From an optimization exercise on the open Yosys and OpenROAD flow, aimed at small area; shortcuts taken in it are not production practice. Function was checked by simulation only, so behaviour that the tests miss may differ from the original. Power is estimated from default activity; no workload was simulated.

[flow/config.mk]
export PLATFORM = sky130hd
export DESIGN_NAME = Digital_Clock
export DESIGN_NICKNAME = Digital_Clock
export VERILOG_FILES = /design/flow/design.v
export SDC_FILE = /design/flow/constraint.sdc
export NUM_CORES = 4
export LEC_CHECK = 0
export ABC_AREA = 1
export CAP_MARGIN = 20
export CORE_MARGIN = 2
export CORE_UTILIZATION = 35
export PLACE_DENSITY = 0.6
export SLEW_MARGIN = 20
[flow/constraint.sdc]
create_clock -name core_clock -period 10.0 [get_ports {clk}]
set_input_delay 2.0000 -clock core_clock [delete_from_list [all_inputs] [get_ports {clk}]]
set_output_delay 2.0000 -clock core_clock [all_outputs]
set_load 0.01 [all_outputs]
[flow/design.v]
module sevseg (
    input  [3:0] d,
    output [6:0] seg
    );
    assign seg[0] = (d[2] & ~d[1] & ~d[0]) | (~d[3] & ~d[2] & ~d[1] & d[0]);
    assign seg[1] = (d[2] & d[1] & ~d[0]) | (d[2] & ~d[1] & d[0]);
    assign seg[2] = ~d[2] & d[1] & ~d[0];
    assign seg[3] = (d[2] & ~d[1] & ~d[0]) | (~d[2] & ~d[1] & d[0]) | (d[2] & d[1] & d[0]);
    assign seg[4] = d[0] | (d[2] & ~d[1]);
    assign seg[5] = (~d[2] & d[1]) | (d[1] & d[0]) | (~d[3] & ~d[2] & d[0]);
    assign seg[6] = (~d[3] & ~d[2] & ~d[1]) | (d[2] & d[1] & d[0]);
endmodule
module Digital_Clock(
    input clk,
    input rst,
    input IO_BTN_C, IO_BTN_U, IO_BTN_L, IO_BTN_R, IO_BTN_D,
    input [0:0] IO_SWITCH,
    output [6:0] IO_SSEG, output [3:0] IO_SSEG_SEL,
    output [0:0] IO_LED
    );
    reg [1:0] ca;
    reg [2:0] cj;
    reg       mode;          
    reg [5:0] Seconds;       
    reg [2:0] mt;            
    reg [3:0] mo;            
    reg [1:0] ht;            
    reg [3:0] ho;            
    reg       current_bit;
    reg       Military_or_AMPM;
    reg       AM_PM;
    assign IO_LED[0] = AM_PM;
    wire cj5   = cj[2] & ~cj[1];
    wire ctr5  = ca[1] | ca[0] | cj5;            
    wire ctr23 = ca[1] & ~ca[0] & cj5;           
    wire tick  = mode & ctr5;                    
    wire tickm = tick & ~current_bit;
    wire tickh = tick & current_bit;
    wire sec60 = Seconds[5] & ~Seconds[4] & ~Seconds[2] & ~Seconds[1] & ~Seconds[0];
    wire [5:0] sec_inc = {Seconds[4:0], ~(Seconds[5] ^ Seconds[4])};
    wire min60 = mt[2] & mt[1];
    wire mo9   = mo[3] & mo[0];
    wire mo0   = ~(mo[3] | mo[2] | mo[1] | mo[0]);
    wire m_nz  = ~mo0 | (mt != 3'd0);
    wire h_nz  = (ho != 4'd0) | (ht != 2'd0);
    wire dn = IO_BTN_D, up = IO_BTN_U;
    wire dec_m = tickm & dn & (m_nz | h_nz);
    wire inc_m = sec60 | (tickm & up & ~(dn & (m_nz | h_nz)));
    wire dec_h = dn & h_nz & (tickh | (tickm & ~m_nz));
    wire inc_h = min60 | (tickh & up & ~(dn & h_nz));
    wire ci_m = inc_m & mo9;
    wire bi_m = dec_m & mo0;
    wire [3:0] n_mo; wire [2:0] n_mt; wire [5:0] n_h; wire [5:0] hdig;
    assign n_mo[0] = (~mo[0] & dec_m) | (~mo[0] & inc_m) | (mo[0] & ~inc_m & ~dec_m);
    assign n_mo[1] = (mo[1] & mo[0] & ~inc_m) | (mo[3] & ~mo[0] & dec_m) | (mo[1] & ~mo[0] & ~dec_m) | (~mo[3] & ~mo[1] & mo[0] & inc_m) | (mo[2] & ~mo[1] & ~mo[0] & dec_m);
    assign n_mo[2] = (mo[2] & ~mo[0] & ~dec_m) | (mo[3] & ~mo[0] & dec_m) | (mo[2] & ~mo[1] & mo[0]) | (mo[2] & mo[1] & ~inc_m) | (~mo[2] & mo[1] & mo[0] & inc_m);
    assign n_mo[3] = (mo[3] & ~mo[0] & ~dec_m) | (mo[3] & mo[0] & ~inc_m) | (mo[2] & mo[1] & mo[0] & inc_m) | (~mo[3] & ~mo[2] & ~mo[1] & ~mo[0] & dec_m);
    assign n_mt[0] = (~mt[0] & bi_m) | (~mt[0] & ci_m) | (mt[0] & ~ci_m & ~bi_m);
    assign n_mt[1] = (mt[1] & mt[0] & ~ci_m) | (mt[2] & ~mt[0] & bi_m) | (~mt[1] & mt[0] & ci_m) | (~mt[2] & mt[1] & ~mt[0] & ~bi_m);
    assign n_mt[2] = (mt[2] & mt[0]) | (mt[1] & mt[0] & ci_m) | (mt[2] & ~mt[1] & ~bi_m) | (~mt[2] & ~mt[1] & ~mt[0] & bi_m);
    assign n_h[0] = (~ho[0] & dec_h) | (~ho[0] & inc_h) | (ho[0] & ~inc_h & ~dec_h);
    assign n_h[1] = (ho[1] & ~ho[0] & ~dec_h) | (ho[1] & ho[0] & ~inc_h) | (ho[3] & ~ho[0] & dec_h) | (ho[2] & ~ho[1] & ~ho[0] & dec_h) | (~ho[3] & ~ho[1] & ho[0] & inc_h) | (~ht[1] & ~ht[0] & ~ho[3] & ~ho[2] & ho[0] & dec_h);
    assign n_h[2] = (ho[2] & ~ho[1] & ho[0]) | (ho[2] & ho[1] & ~inc_h) | (ho[3] & ~ho[0] & dec_h) | (~ho[2] & ho[1] & ho[0] & inc_h) | (~ht[1] & ho[2] & ~ho[0] & ~dec_h);
    assign n_h[3] = (ho[3] & ho[0] & ~inc_h) | (ho[3] & ~ho[0] & ~dec_h) | (ho[2] & ho[1] & ho[0] & inc_h) | (~ho[3] & ~ho[2] & ~ho[1] & ~ho[0] & dec_h);
    assign n_h[4] = (ht[0] & ~ho[3] & ~dec_h) | (ht[0] & ho[0] & ~inc_h) | (ht[0] & ho[3] & ~ho[0]) | (ht[0] & ho[2]) | (ht[0] & ho[1]) | (ht[1] & ~ho[1] & ~ho[0] & dec_h) | (~ht[0] & ho[3] & ho[0] & inc_h) | (~ht[1] & ~ht[0] & ~ho[3] & ~ho[2] & ~ho[1] & dec_h);
    assign n_h[5] = (ht[1] & ho[0]) | (ht[1] & ho[1]) | (ht[1] & ~ho[2] & ~dec_h) | (ht[0] & ho[3] & ho[0] & inc_h);
    assign hdig[0] = (ho[0]);
    assign hdig[1] = (Military_or_AMPM & ho[1]) | (~ht[1] & ~ht[0] & ho[1]) | (~Military_or_AMPM & ht[0] & ho[3]) | (~Military_or_AMPM & ht[0] & ho[2] & ~ho[1]) | (~Military_or_AMPM & ht[1] & ho[2]) | (~ht[1] & ~ho[2] & ho[1] & ~ho[0]) | (~Military_or_AMPM & ~ht[1] & ~ht[0] & ~ho[3] & ~ho[2] & ~ho[0]);
    assign hdig[2] = (Military_or_AMPM & ho[2]) | (ho[2] & ho[1]) | (~Military_or_AMPM & ht[0] & ho[3]) | (~ht[1] & ~ht[0] & ho[2]);
    assign hdig[3] = (~ht[0] & ho[3]) | (Military_or_AMPM & ho[3]) | (~Military_or_AMPM & ht[1] & ~ho[2] & ~ho[1]);
    assign hdig[4] = (Military_or_AMPM & ht[0]) | (~Military_or_AMPM & ht[1] & ho[2]) | (~Military_or_AMPM & ht[1] & ho[1]) | (ht[0] & ~ho[3] & ~ho[2] & ~ho[1]) | (ht[0] & ~ho[3] & ~ho[2] & ~ho[0]) | (~Military_or_AMPM & ~ht[1] & ~ho[3] & ~ho[2] & ~ho[1] & ~ho[0]);
    assign hdig[5] = (Military_or_AMPM & ht[1]);
    reg [2:0] ph;
    reg [1:0] cl;
    reg       blank;             
    wire wrap  = ph[2] & ~ph[1];
    wire ph0   = ~ph[2] & ~ph[0];
    wire [1:0] cl_n = wrap ? {cl[0], ~cl[1]} : cl;
    reg [3:0] dig;
    always @(*) begin
        case (cl_n)
            2'b00: dig = mo;
            2'b01: dig = {1'b0, mt};
            2'b11: dig = hdig[3:0];
            default: dig = {2'b0, hdig[5:4]};
        endcase
    end
    reg [3:0] cd;                
    reg [3:0] L0, L2;            
    reg [2:0] L1;                
    reg [1:0] L3;                
    reg [3:0] O;                 
    always @(posedge clk) begin
        blank <= rst;
        if (rst) begin
            ca <= 2'd0; cj <= 3'd0;
            mode <= 1'b1;
            Seconds <= 6'd0;
            mt <= 3'd0; mo <= 4'd0; ht <= 2'd0; ho <= 4'd0;
            current_bit <= 1'b0;
            Military_or_AMPM <= 1'b0;
            AM_PM <= 1'b0;
            ph <= 3'd0;
            cl <= 2'd0;
            cd <= 4'd0;
            L0 <= 4'd8; L1 <= 3'd7; L2 <= 4'd8; L3 <= 2'd3;
        end else begin
            if (tick) begin
                ca <= 2'd0; cj <= 3'd0;
            end else begin
                cj <= {cj[1:0], ~cj[2]};
                if (cj5) ca <= {ca[0], ~ca[1]};
            end
            if (IO_BTN_C) mode <= ~mode;
            if (sec60) Seconds <= 6'd0;
            else if (!mode) begin
                if (ctr23) Seconds <= sec_inc;
                else if (IO_BTN_C) Seconds <= 6'd0;
            end
            mt <= n_mt; mo <= n_mo; ht <= n_h[5:4]; ho <= n_h[3:0];
            if (!mode && IO_BTN_C) current_bit <= 1'b0;
            else if (tick && (IO_BTN_L || IO_BTN_R)) current_bit <= ~current_bit;
            Military_or_AMPM <= IO_SWITCH[0];
            AM_PM <= !Military_or_AMPM && (ht[1] | (ht[0] & (ho[3] | ho[2] | ho[1])));
            ph <= {ph[1:0], ~ph[2]};
            cl <= cl_n;
            cd <= dig;
            case (cl)
                2'b00: L0 <= cd;
                2'b01: L1 <= cd[2:0];
                2'b11: L2 <= cd;
                default: L3 <= cd[1:0];
            endcase
        end
        case (cl)
            2'b00: O <= L0;
            2'b01: O <= {&L1, L1 & {3{~&L1}}};
            2'b11: O <= L2;
            default: O <= {&L3, 1'b0, L3 & {2{~&L3}}};
        endcase
    end
    wire [6:0] seg;
    sevseg decoder(.d(O), .seg(seg));
    assign IO_SSEG = seg | {7{blank}};
    wire [1:0] clp = ph0 ? {~cl[0], cl[1]} : cl;   
    assign IO_SSEG_SEL = {4{blank}} | {~(clp == 2'b10), ~(clp == 2'b11), ~(clp == 2'b01), ~(clp == 2'b00)};
endmodule
[flow/run.sh]
#!/bin/bash
# synth_recipe.tcl (not shown) runs the flow's synth.tcl, then flattens the netlist and writes it again
# the make line also repeats each setting of config.mk as NAME=value (left out here)
make -C /OpenROAD-flow-scripts/flow DESIGN_CONFIG=/design/flow/config.mk WORK_HOME=/design/flow/orfs CLKGATE_MAP_FILE= SYNTH_SCRIPT=/design/flow/synth_recipe.tcl finish
==> flow_summary.ini, run 1 <==
[grt]
grt_pass1_vias = 2549
grt.overflow.total = 0
antenna_found_initial = 0
grt_pass1_wl_um = 10900
grt_max_degree = 22
grt.total_usage = 0.147

[sta]
hold_viol = 0
max_freq_ghz = 0.260
period_needed_ns = 3.85
setup_viol = 0
timing.final.crit_share = 0.385
skew_ns = 0.00842
worst_pin_slew_ns = 0.714
setup_tns_ns = 0
rsz0062_at_grt = false
slew_violations = 0
slew_headroom = 0.522

[routing]
drtIter0Drc = 130
first_pass_iters = 4
wl_um = 6180
wl_per_cell_um = 10.8
ant_nets = 0
avgViaCountPerCell = 4.77
vias = 2725
drc = 0

[worst_setup_path]
endpoint_kind = output pin
startpoint_type = flop
worst-setup-path-type = reg -> out
worst_ep_required_time_ns = 8.00
cp_data_arrival_time_ns = 1.85
reg2reg_depth = 9
crit_fanout = 7

[final_layout]
fin_area_mm2 = 0.00335
nNetsFinal = 474
num_antenna_cells = 0
drive_gt1_frac = 0.0665
area_growth_pct = 13.4
fin_util = 0.408

[logic_synthesis]
synth_top_flop_cell = dfxtp_1
synth_edf_count = 0
synth_cells = 447
synth_area_mm2 = 0.00296
ys_seq_area_frac = 0.372
synth_fp_nets = 456
ys_ff_latch = 55
syn_avg_cell_area_um2 = 6.61
synthArstFlopShare = 0
yosysUniqueCellTypes = 36
ys.warnings.count = 1

[floorplanning]
core-area_mm2 = 0.00822
floorplan.initialDensity = 0.360
rows = 33
die_area_mm2 = 0.00920
io_pins = 20
chipHeight_um = 95.9
fp.dieW_um = 95.9

[clock_network]
postCtsSetupRepairBufs = 0
numCtsBuffers = 5
htree_num_levels = 2
tritoncts = built
clock_latency_ns = 0.31
post_cts_resized = 0
root_buffer = clkbuf_8
clock-sinks = 55
cts_hold_buffers = 0
cts_buffer_depth = 2
cts.reportedPaths.clkPinSlew_ns = 0.10

[power]
switching_power_w = 0.000105
p_int_w = 0.000346
comb_power_share = 0.106
powerDensity_mw_per_mm2 = 135
power_frac_clock = 0.380
p_leak_nw = 1.47
switching_share = 0.234
seqPwrFrac = 0.515
peakVddDrop_v = 0.0000928

[hold_path]
min_path_type = reg -> reg
whs_path_depth = 2

[placement]
hpwl_um = 4680
place_congestion = 0.906
placed_cell_area_mm2 = 0.00322
io_buffers = 19

[outcome]
status = complete, no violations

[flow_run]
max_cap_viol_count = 0
==> through the flow <==
stage / instances / setup slack, ns / hold WS (ns) / total power, W
5_1_grt: 571 / 5.97 / 0.428 / 0.000473
2_1_floorplan: 447 / 7.08 / 0.393 / 0.000269
3_3_place_gp: 563 / 5.97 / 0.400 / 0.000285
3_5_place_dp: 563 / 5.95 / 0.404 / 0.000285
6_report: 571 / 6.15 / 0.418 / 0.000451
4_1_cts: 571 / 6.13 / 0.419 / 0.000458
==> registers in the layout, indices dropped and copies added (netlist names), 4 cells and up <==
name / cells
O: 4
L2: 4
cd: 4
ho: 4
mo: 4
Seconds: 6
L0: 4
==> power groups by stage <==
| stage | logic (W) | clock network (W) | registers (W) |
|---|---|---|---|
| global placement | 0.0000475 | 0 | 0.000237 |
| finish | 0.0000477 | 0.000171 | 0.000232 |
| detailed placement | 0.0000482 | 0 | 0.000237 |
| floorplan | 0.0000343 | 0 | 0.000235 |
| global route | 0.0000554 | 0.000185 | 0.000233 |
| CTS | 0.0000484 | 0.000177 | 0.000232 |
==> critical path, cell delays in order (launching register included) <==
cell and delay [ns]:
dfxtp_1 0.44, inv_1 0.10, o21ai_0 0.28, inv_1 0.10
nand3_1 0.09, clkdlybuf4s50_1 0.54
==> worst paths after layout <==
| kind | from | to | slack, ns |
|---|---|---|---|
| min | cj[0] | cj[1] | 0.42 |
| max | cl[1] | IO_SSEG_SEL[1] | 6.15 |
| max reg2reg | ho[0] | ho[1] | 8.24 |
| min reg2reg | cj[0] | cj[1] | 0.42 |
==> cell usage after synthesis, drive strengths merged (4+ instances only) <==
cell | instances | area share
nand2 | 111 | 0.16
nor2 | 74 | 0.11
inv | 63 | 0.080
dfxtp | 55 | 0.37
nand3 | 54 | 0.096
o21ai | 30 | 0.051
a21oi | 17 | 0.029
buf | 6 | 0.017
nand4 | 6 | 0.013
nor3 | 6 | 0.010
o22ai | 6 | 0.013
o211ai | 4 | 0.010
==> final cells by class <==
type                            instances  area (µm²)
Sequential cell                        55        1100
Multi-Input combinational cell        320        1560
Inverter                               64         240
Timing Repair Buffer                   19         190
Clock buffer                            6        72.6
Tap cell                              105         131
Fill cell                             881        4860
Clock inverter                          2        60.1
==> kinds of logic after synthesis <==
kind of cell | after synthesis | share of synthesized area
simple gates | 252 | 0.394
fa+ha+maj | 1 | 0.00423
compound gates | 67 | 0.129
flops | 55 | 0.372
buf+inv | 72 | 0.101
==> metal layers <==
layer,vias up,track usage,routed length [µm]
met5,-,0,0
met4,0,0.0345,53
met3,5,0.0235,237
met2,49,0.255,2900
met1,1185,0.190,2980
li1,1486,-,-
==> cells in the final DEF (no fill, tap or decap) <==
cell	count
nand2_1	102
nor2_1	66
inv_1	60
dfxtp_1	55
nand3_1	51
o21ai_0	27
clkdlybuf4s50_1	19
a21oi_1	17
nand4_1	6
nor3_1	6
o22ai_1	6
clkbuf_8	5
o211ai_1	4
nor2_4	4
nand2_2	4
nand2_4	4
o21ai_1	3
nor2_2	3
inv_2	3
nand3_2	3
a31oi_1	2
bufinv_16	2
o2111ai_1	1
clkinv_1	1
a32oi_1	1
o311ai_0	1
nor2_8	1
a21boi_0	1
a41oi_1	1
o21bai_1	1
nand2_8	1
or2_2	1
a311oi_1	1
o21a_1	1
ha_1	1
clkbuf_1	1
==> inputs of run 2 (changes only) <==
--- a/flow/design.v
+++ b/flow/design.v
@@ -72,7 +72,8 @@
     assign hdig[5] = (Military_or_AMPM & ht[1]);
     reg [2:0] ph;
     reg [1:0] cl;
-    reg       blank;             
+    reg       fr;                
+    wire blank = ~ph[2] & ph[1] & ~ph[0];
     wire wrap  = ph[2] & ~ph[1];
     wire ph0   = ~ph[2] & ~ph[0];
     wire [1:0] cl_n = wrap ? {cl[0], ~cl[1]} : cl;
@@ -87,23 +88,21 @@
     end
     reg [3:0] cd;                
     reg [3:0] L0, L2;            
-    reg [2:0] L1;                
-    reg [1:0] L3;                
+    reg [2:0] L1;
+    reg [1:0] L3;
     reg [3:0] O;                 
     always @(posedge clk) begin
-        blank <= rst;
         if (rst) begin
             ca <= 2'd0; cj <= 3'd0;
             mode <= 1'b1;
             Seconds <= 6'd0;
             mt <= 3'd0; mo <= 4'd0; ht <= 2'd0; ho <= 4'd0;
             current_bit <= 1'b0;
-            Military_or_AMPM <= 1'b0;
             AM_PM <= 1'b0;
-            ph <= 3'd0;
+            ph <= 3'b010;
+            fr <= 1'b1;
             cl <= 2'd0;
             cd <= 4'd0;
-            L0 <= 4'd8; L1 <= 3'd7; L2 <= 4'd8; L3 <= 2'd3;
         end else begin
             if (tick) begin
                 ca <= 2'd0; cj <= 3'd0;
@@ -120,9 +119,9 @@
             mt <= n_mt; mo <= n_mo; ht <= n_h[5:4]; ho <= n_h[3:0];
             if (!mode && IO_BTN_C) current_bit <= 1'b0;
             else if (tick && (IO_BTN_L || IO_BTN_R)) current_bit <= ~current_bit;
-            Military_or_AMPM <= IO_SWITCH[0];
             AM_PM <= !Military_or_AMPM && (ht[1] | (ht[0] & (ho[3] | ho[2] | ho[1])));
-            ph <= {ph[1:0], ~ph[2]};
+            ph <= {ph[1] & (ph[2] | ph[0]), ph[0], ~ph[2]};
+            if (wrap && cl == 2'b10) fr <= 1'b0;
             cl <= cl_n;
             cd <= dig;
             case (cl)
@@ -132,11 +131,13 @@
                 default: L3 <= cd[1:0];
             endcase
         end
-        case (cl)
+        Military_or_AMPM <= IO_SWITCH[0];
+        if (fr && ph0) O <= 4'd8;
+        else case (cl)
             2'b00: O <= L0;
-            2'b01: O <= {&L1, L1 & {3{~&L1}}};
+            2'b01: O <= {1'b0, L1};
             2'b11: O <= L2;
-            default: O <= {&L3, 1'b0, L3 & {2{~&L3}}};
+            default: O <= {2'b0, L3};
         endcase
     end
     wire [6:0] seg;
==> flow/flow/run.sh (new file) <==
#!/bin/bash
# Own layout flow: the standard ORFS flow (standard.sh), with three changes:
#  - synthesis maps the logic with flow/abc_deep.script (deeper area-oriented
#    ABC optimisation) instead of ORFS's ABC script, and leaves adders to ABC
#    (no separate half/full adder cells); registers come out exactly as in
#    the standard synthesis;
#  - port buffers use sky130_fd_sc_hd__buf_1;
#  - CTS does not add dummy loads.
set -euo pipefail
W=$PWD
cp flow/abc_deep.script abc_deep.script
{
  echo "proc abc {args} {"
  echo "  set i [lsearch -exact \$args -script]"
  echo "  if {\$i >= 0} { lset args [expr {\$i + 1}] $W/abc_deep.script }"
  echo "  yosys abc {*}\$args"
  echo "}"
  echo "source $W/synth_recipe.tcl"
} > own_synth.tcl
bash standard.sh SYNTH_SCRIPT=$W/own_synth.tcl ADDER_MAP_FILE= \
  "BUFFER_PORTS_ARGS=-buffer_cell sky130_fd_sc_hd__buf_1" \
  "CTS_ARGS=-sink_clustering_enable -repair_clock_nets -dont_use_dummy_load" \
  finish > flow.log 2>&1
==> flow/flow/abc_deep.script (new file) <==
strash
&get -n
&deepsyn -T 20
&put
dch -f
amap
topo
==> flow/standard.sh (new file) <==
#!/bin/bash
# synth_recipe.tcl (not shown) runs the flow's synth.tcl, then flattens the netlist and writes it again
# the make line also repeats each setting of config.mk as NAME=value (left out here)
make -C /OpenROAD-flow-scripts/flow DESIGN_CONFIG=/design/flow/config.mk WORK_HOME=/design/flow/orfs CLKGATE_MAP_FILE= SYNTH_SCRIPT=/design/flow/synth_recipe.tcl "${@:-finish}"
--- a/flow/config.mk
+++ b/flow/config.mk
@@ -5,7 +5,6 @@
 export SDC_FILE = /design/flow/constraint.sdc
 export NUM_CORES = 4
 export LEC_CHECK = 0
-export ABC_AREA = 1
 export CAP_MARGIN = 20
 export CORE_MARGIN = 2
 export CORE_UTILIZATION = 35
removed: flow/run.sh
==> run 2 against run 1 <==
Count of clock-buffer cells in the layout shrank 1. Global-route usage down 0.36 points. Synthesized cell count is 36% lower. Non-clock buffer count up 1. First-iteration DRC count shrank 39%. Wire length down 19%. Die area shrank 18%. Critical endpoint is now IO_SSEG[3]. Combinational power is 27% lower. Flip-flop and latch count unchanged. Still clean on timing, DRC and antenna. Sequential power is 3% higher. Clock skew rose by 0.0070 ns. Final cell count down 31%.
==> flow_summary.ini, run 2 <==
[outcome]
status = complete, no violations

[grt]
grt_pass1_vias = 1872
antenna_found_initial = 0
grt.total_usage = 0.143
grt_max_degree = 25
grt.overflow.total = 0
grt_pass1_wl_um = 8600

[logic_synthesis]
syn_avg_cell_area_um2 = 8.37
synth.most_common_cell = nor2_1
synthArstFlopShare = 0
ys_ff_latch = 55
synth_area_mm2 = 0.00241
synthTopCellsByArea = dfxtp_1, edfxtp_1, nor2_1
yosysUniqueCellTypes = 33
synth_edf_count = 13
ys_seq_area_frac = 0.511
yosysTopAreaCell = dfxtp_1
synth_fp_nets = 296
synth_top_area_frac = 0.349
ys.warnings.count = 1
synth_top_flop_cell = dfxtp_1
synth_common_cells = nor2_1, clkinv_1, dfxtp_1
synth_cells = 288

[clock_network]
post_cts_resized = 0
clock-sinks = 55
root_buffer = clkbuf_8
cts_hold_buffers = 0
numCtsBuffers = 5
htree_num_levels = 2
cts_buffer_depth = 2
postCtsSetupRepairBufs = 0
cts.reportedPaths.clkPinSlew_ns = 0.09
tritoncts = built
clock_latency_ns = 0.30

[routing]
wl_per_cell_um = 12.7
first_pass_iters = 4
avgViaCountPerCell = 5.25
ant_nets = 0
drtIter0Drc = 79
vias = 2063
drc = 0
wl_um = 5000

[floorplanning]
fp.dieW_um = 87.0
floorplan.initialDensity = 0.359
core-area_mm2 = 0.00672
rows = 30
io_pins = 20
die_area_mm2 = 0.00756
chipHeight_um = 87.0

[sta]
rsz0062_at_grt = false
max_freq_ghz = 0.253
skew_ns = 0.0154
fin_ws_ns = 6.05
period_needed_ns = 3.95
setup_viol = 0
hold_viol = 0
worst_pin_slew_ns = 0.611
slew_headroom = 0.591
slew_violations = 0
timing.final.crit_share = 0.395
setup_tns_ns = 0
whs_ns = 0.414

[final_layout]
final_cell_mix = nor2_1, clkinv_1, dfxtp_1, nand2_1, buf_1
drive_gt1_frac = 0.0192
multi_input_area_mm2 = 0.00101
fillCellCount = 697
nNetsFinal = 323
area_growth_pct = 10.3
largest_reg_flops = 6
num_antenna_cells = 0
final_common_cell = nor2_1
largest_register = Seconds
seq_area_mm2 = 0.00123

[worst_setup_path]
startpoint_type = flop
worst_ep_required_time_ns = 8.00
worst-setup-path-type = reg -> out
endpoint_kind = output pin
cp_data_arrival_time_ns = 1.95
crit_fanout = 11

[power]
p_leak_nw = 0.879
powerDensity_mw_per_mm2 = 144
peakVddDrop_v = 0.0000587

[placement]
place_congestion = 0.885
dp_slack_ns = 6.36
hpwl_um = 3800
io_buffers = 19

[flow_run]
max_cap_viol_count = 0

[hold_path]
min_path_type = reg -> reg
-- run 2: cell types whose count changed in the layout (fill, tap and decap cells not counted), moves of 6 or more --
cell,delta
o21ai_0,-14
and3_1,+7
nand3_1,-42
clkdlybuf4s50_1,-19
nand2_1,-79
edfxtp_1,+13
nor2_1,-15
o22ai_1,+6
buf_1,+19
inv_1,-60
clkinv_1,+45
o22a_1,+6
dfxtp_1,-13
-- run 2: layout make-up --
class	count	share of cell area
flip-flops and latches	55	0.463
clock buffers	5	0.0259
repair buffers	20	0.0297
well taps	80	0.0377
multi-input cells	187	0.379
inverters	46	0.0650
-- run 2: path summary, 6_finish.rpt --
check / slack (ns) / endpoint / startpoint / cells after the start
max: 6.05 / IO_SSEG[3] / ph[2] / 7
min: 0.41 / L0[3] / cd[3] / 0
max reg2reg: 7.67 / ht[0] / ho[2] / 10
min reg2reg: 0.41 / L0[3] / cd[3] / 0
-- run 2: logic make-up after synthesis --
family	count (synthesis)	synth area share
DFF	55	0.511
buffers and inverters	46	0.0717
AOI/OAI and AO/OA	79	0.223
and+or+nand+nor	108	0.194
-- run 2: metal layers --
layer  track usage  vias up  routed length [µm]
li1              -     1078                   -
met1         0.192      945                2420
met2         0.231       34                2300
met3        0.0303        6                 215
met4        0.0440        0                  63
met5             0        -                   0
-- run 2: through the flow --
stage	area, µm²	util	total power (W)	std cells
2_1_floorplan	2410	-	0.000265	288
3_3_place_gp	2590	0.385	0.000277	388
3_5_place_dp	2590	0.385	0.000278	388
4_1_cts	2660	0.396	0.000385	393
5_1_grt	2660	0.396	0.000400	393
6_report	2660	0.396	0.000382	393
-- run 2: report_power, final --
| part | internal, W | switching [W] | leakage [nW] |
|---|---|---|---|
| registers | 0.000233 | 0.00000463 | 0.466 |
| clock network | 0.0000454 | 0.0000645 | 0.0359 |
| logic | 0.0000120 | 0.0000227 | 0.377 |
| total | 0.000290 | 0.0000919 | 0.879 |
-- run 2: worst max-delay path: stages (launching register included) --
cell and delay [ns]:
dfxtp_1 0.39, nor2_1 0.17, nand2_1 0.16, clkinv_1 0.10, a31oi_1 0.18, clkinv_1 0.13
or3_1 0.38, buf_1 0.13

port drivers added, routing unchanged:
How much do the figures lean on ideal ports? The routed layouts below were timed once more, with nothing changed but the port constraints.
Step 1 (the two cells are an assumption about what drives the block):
set clk [get_ports {clk}]
set_driving_cell -lib_cell sky130_fd_sc_hd__clkbuf_16 $clk
set_driving_cell -lib_cell sky130_fd_sc_hd__buf_2 [delete_from_list [all_inputs] $clk]
Step 2 adds t to the input delays and takes it off the output delays; t is the mean of the earliest and latest rising clock arrival at the registers after step 1. Input paths then give back, and output paths get back, about the clock's delay inside the block.
a / b / c = no drivers / after step 1 / after step 2; a / b = the first two.
run	t, ns	setup WS [ns]	worst setup path after step 2
run 1	0.329	6.149 / 6.121 / 6.005	input to register
run 2	0.324	6.053 / 6.026 / 6.350	register to output
After both steps setup and hold are still met in every run listed. For run 1, which loses most, drivers alone change the setup slack by -0.028 ns; drivers and shift together by -0.144 ns.
